This design comes from an exercise in tuning for small area, a short achievable clock period and few clock cycles on the open sky130 flow, not from production work. Only simulation tests tie the RTL to the original design; equivalence was not proved.

run A:
==> flow/design.v <==
`timescale 1 ns / 100 ps
module hex2dec (
    input start,
    input [15:0] hex_data,
    output [7:0] ascii_data,
    output reg valid,
    output reg ready,
    input clk,
    input rstn
);
    reg [16:0] r;
    reg [3:0]  dig;
    reg [2:0]  ph;       
    wire accept = start & ready;
    function automatic ge(input [12:0] x, input [12:0] k);
        integer i;
        begin
            ge = 1'b1;
            for (i = 0; i < 13; i = i + 1)
                ge = k[i] ? (x[i] & ge) : (x[i] | ge);
        end
    endfunction
    wire [12:0] rh = r[16:4];
    wire [9:0] g;
    assign g[0] = 1'b1;
    genvar k;
    generate
        for (k = 1; k < 10; k = k + 1) begin : cmp
            assign g[k] = ge(rh, 625 * k);
        end
    endgenerate
    wire [9:0] oh = g & ~{1'b0, g[9:1]};     
    reg [3:0]  q;
    reg [11:0] c;        
    integer j;
    always @(*) begin
        q = 4'd0;
        c = 12'd0;
        for (j = 1; j < 10; j = j + 1) begin
            q = q | ({4{oh[j]}} & j[3:0]);
            c = c | ({12{oh[j]}} & 12'((j * 3125) % 4096));
        end
    end
    wire [16:0] t = {r[15:0], 1'b0} + {r[13:0], 3'b000};    
    wire [16:0] r_next = {t[16:5] - c, t[4:0]};
    always @(posedge clk)
        r <= accept ? {1'b0, hex_data} : r_next;
    always @(posedge clk)
        dig <= q;
    always @(posedge clk or negedge rstn)
        if (!rstn) begin
            ph <= 3'd7;
            valid <= 1'b0;
            ready <= 1'b0;
        end else begin
            valid <= (ph != 3'd7);
            if (accept)
                ph <= 3'd0;
            else if (ph == 3'd4)
                ph <= 3'd7;
            else if (ph != 3'd7)
                ph <= ph + 3'd1;
            ready <= ~accept & (ph == 3'd3 || ph == 3'd4 || ph == 3'd7);
        end
    assign ascii_data = {4'h3, dig};
endmodule
Settings: LEC_CHECK=0, CAP_MARGIN=20, CORE_MARGIN=2, CORE_UTILIZATION=40, SETUP_SLACK_MARGIN=3.3, SLEW_MARGIN=20; clock period 6.0 ns.
standard.sh (not shown) runs the stock make flow with config.mk's settings and CLKGATE_MAP_FILE= SYNTH_SCRIPT=/design/flow/synth_recipe.tcl, a recipe that flattens the netlist after the stock synthesis.
==> flow/flow/run.sh <==
#!/bin/bash
# Own layout flow: the standard synthesis, then its combinational logic mapped
# again by ABC for area (flip-flops kept as the standard synthesis made them:
# same instances, names and cells), then the standard flow from floorplan on.
set -euo pipefail
W=$(pwd)
R=$W/orfs/results/$FLOW_PLATFORM/hex2dec/base
L=$W/orfs/logs/$FLOW_PLATFORM/hex2dec/base
LIB=$FLOW_HOME/platforms/$FLOW_PLATFORM/lib/sky130_fd_sc_hd__tt_025C_1v80.lib
YOSYS=yosys
[[ -x $FLOW_HOME/../tools/install/yosys/bin/yosys ]] && YOSYS=$FLOW_HOME/../tools/install/yosys/bin/yosys
# ABC script for the second mapping: delay-targeted mapping with gate sizing
ABC_ARGS="-script $W/flow/abc.script"

bash standard.sh synth > $W/log_standard_synth.txt 2>&1
cp $R/1_2_yosys.v $W/standard_1_2_yosys.v

$YOSYS -q -l $W/log_cells.txt -p "read_liberty -ignore_miss_func $LIB; write_verilog -noattr $W/cells_all.v" > /dev/null
python3 $W/flow/comb_cells.py $W/cells_all.v $W/cells_comb.v

DU=$(grep -o -- "-dont_use [^ ]*" $L/1_2_yosys.log | sort -u | tr '\n' ' ')
cat > $W/resynth.ys <<EOY
read_liberty -lib $LIB
read_verilog $W/standard_1_2_yosys.v
hierarchy -top $FLOW_TOP
techmap -map $W/cells_comb.v
techmap
opt -fast
opt -purge
abc $ABC_ARGS -liberty $LIB $DU
opt_clean -purge
hilomap -singleton -hicell sky130_fd_sc_hd__conb_1 HI -locell sky130_fd_sc_hd__conb_1 LO
insbuf -buf sky130_fd_sc_hd__buf_4 A X
opt_clean -purge
stat -liberty $LIB
check -assert -mapped
write_verilog -noattr -nohex -nodec $W/resynth.v
EOY
$YOSYS -l $W/log_resynth.txt $W/resynth.ys > /dev/null
cp $W/resynth.v $R/1_2_yosys.v
rm -f $R/1_synth.odb
bash standard.sh "BUFFER_PORTS_ARGS=-buffer_cell sky130_fd_sc_hd__buf_1" finish > $W/log_standard_finish.txt 2>&1
==> flow/flow/abc.script <==
strash
balance
rewrite
refactor
balance
rewrite
rewrite -z
balance
refactor -z
rewrite -z
balance
balance
rewrite
refactor
balance
rewrite
rewrite -z
balance
refactor -z
rewrite -z
balance
dch -f
map -D 1800
buffer
upsize -D 1800
dnsize -D 1800
==> flow/flow/comb_cells.py <==
# Keep the combinational cells from Yosys's functional models of the
# library (read_liberty output): no flip-flops, latches, tie or tristate cells.
import re, sys
src = open(sys.argv[1]).read()
out = []
for body, name in re.findall(r'(module (\S+?)\(.*?endmodule)', src, re.S):
    if 'always' in body or ' reg ' in body or 'conb' in name or "'z" in body or 'bz' in body:
        continue
    if 'assign' not in body:
        continue
    out.append(body)
open(sys.argv[2], 'w').write('\n\n'.join(out) + '\n')
Run A | stages: all done | timing, DRC, antenna: all pass
Testbench counts of run A, summed over its fixed seeds: cycles 1,936.
Inputs modified between run A and run B:
diff --git a/flow/config.mk b/flow/config.mk
--- a/flow/config.mk
+++ b/flow/config.mk
@@ -10,3 +10,3 @@
 export CORE_UTILIZATION = 40
-export SETUP_SLACK_MARGIN = 3.3
+export SETUP_SLACK_MARGIN = 3.1
 export SLEW_MARGIN = 20
==> comparison <==
Final RePlAce weighted congestion across run A and run B: no real change.
Share of the clock period used by the worst path after layout of run B is on par with run A.
Routed wire length in run B vs run A: down 5.2%
The via count reported for run B is lower than the one for run A.
Compared with run A, run B shows a lower via count of the first global-routing pass.
Run A vs run B, timing startpoint of the critical path: r[12] vs r[4]
diff inputs: run B => run C
diff --git a/flow/config.mk b/flow/config.mk
--- a/flow/config.mk
+++ b/flow/config.mk
@@ -9,4 +9,3 @@
 export CORE_MARGIN = 2
-export CORE_UTILIZATION = 40
-export SETUP_SLACK_MARGIN = 3.1
+export CORE_UTILIZATION = 50
 export SLEW_MARGIN = 20
Results
- No stage failed in run C, and the final checks on the layout all came back clean.
- [compare] base=run B new=run C: wire length down about 5%; core utilization up 8.9 points; wire length of the first global-routing pass up 3.7%; highest attainable clock frequency down about 7%; total non-filler cell area in the finished layout down 160 um^2.
For run D, these inputs were changed with respect to run C:
diff --git a/flow/config.mk b/flow/config.mk
--- a/flow/config.mk
+++ b/flow/config.mk
@@ -9,3 +9,4 @@
 export CORE_MARGIN = 2
-export CORE_UTILIZATION = 50
+export CORE_UTILIZATION = 40
+export SETUP_SLACK_MARGIN = 3.0
 export SLEW_MARGIN = 20
==> run notes <==
- Between run C and run D, the flow reports post-route cell area increasing by a few percent.
- When the final numbers for run D and run C were put side by side, the met1 wire length turned out to be greater in run D.
- Row final-layout fill cell count: run D higher / run C lower
- Run C has higher worst max-slew margin expressed relative to the limit than run D.
- There was hardly any difference in wire length per cell after detailed routing between run D and run C.
- Die area: run D worse than run C

afterwards: timing with drivers on the ports:
The results above use ideal ports. As a check the final layouts listed here were re-extracted and re-timed, cells and wires unchanged. Step 1, drivers: a clkbuf_16 drives clk and a buf_2 each remaining input, both assumed. Step 2 adds t to the input delays and takes it off the output delays; t is the mean of the earliest and latest rising clock arrival at the registers after step 1. Input paths then give back, and output paths get back, about the clock's delay inside the block. Slacks: no drivers / after step 1 / after step 2; pairs: no drivers / after step 1.
| run | t, ns | setup slack, ns | slew at the worst register clock pin (ns) |
|---|---|---|---|
| run A | 0.302 | 3.300 / 3.300 / 3.300 | 0.09 / 0.09 |
| run B | 0.301 | 3.292 / 3.292 / 3.119 | 0.10 / 0.10 |
| run C | 0.300 | 3.083 / 3.083 / 3.083 | 0.09 / 0.09 |
| run D | 0.298 | 3.228 / 3.228 / 3.122 | 0.10 / 0.10 |
After both steps setup and hold are still met in every run listed. For run B, which loses most, drivers alone change the setup slack by 0.000 ns; drivers and shift together by -0.173 ns.
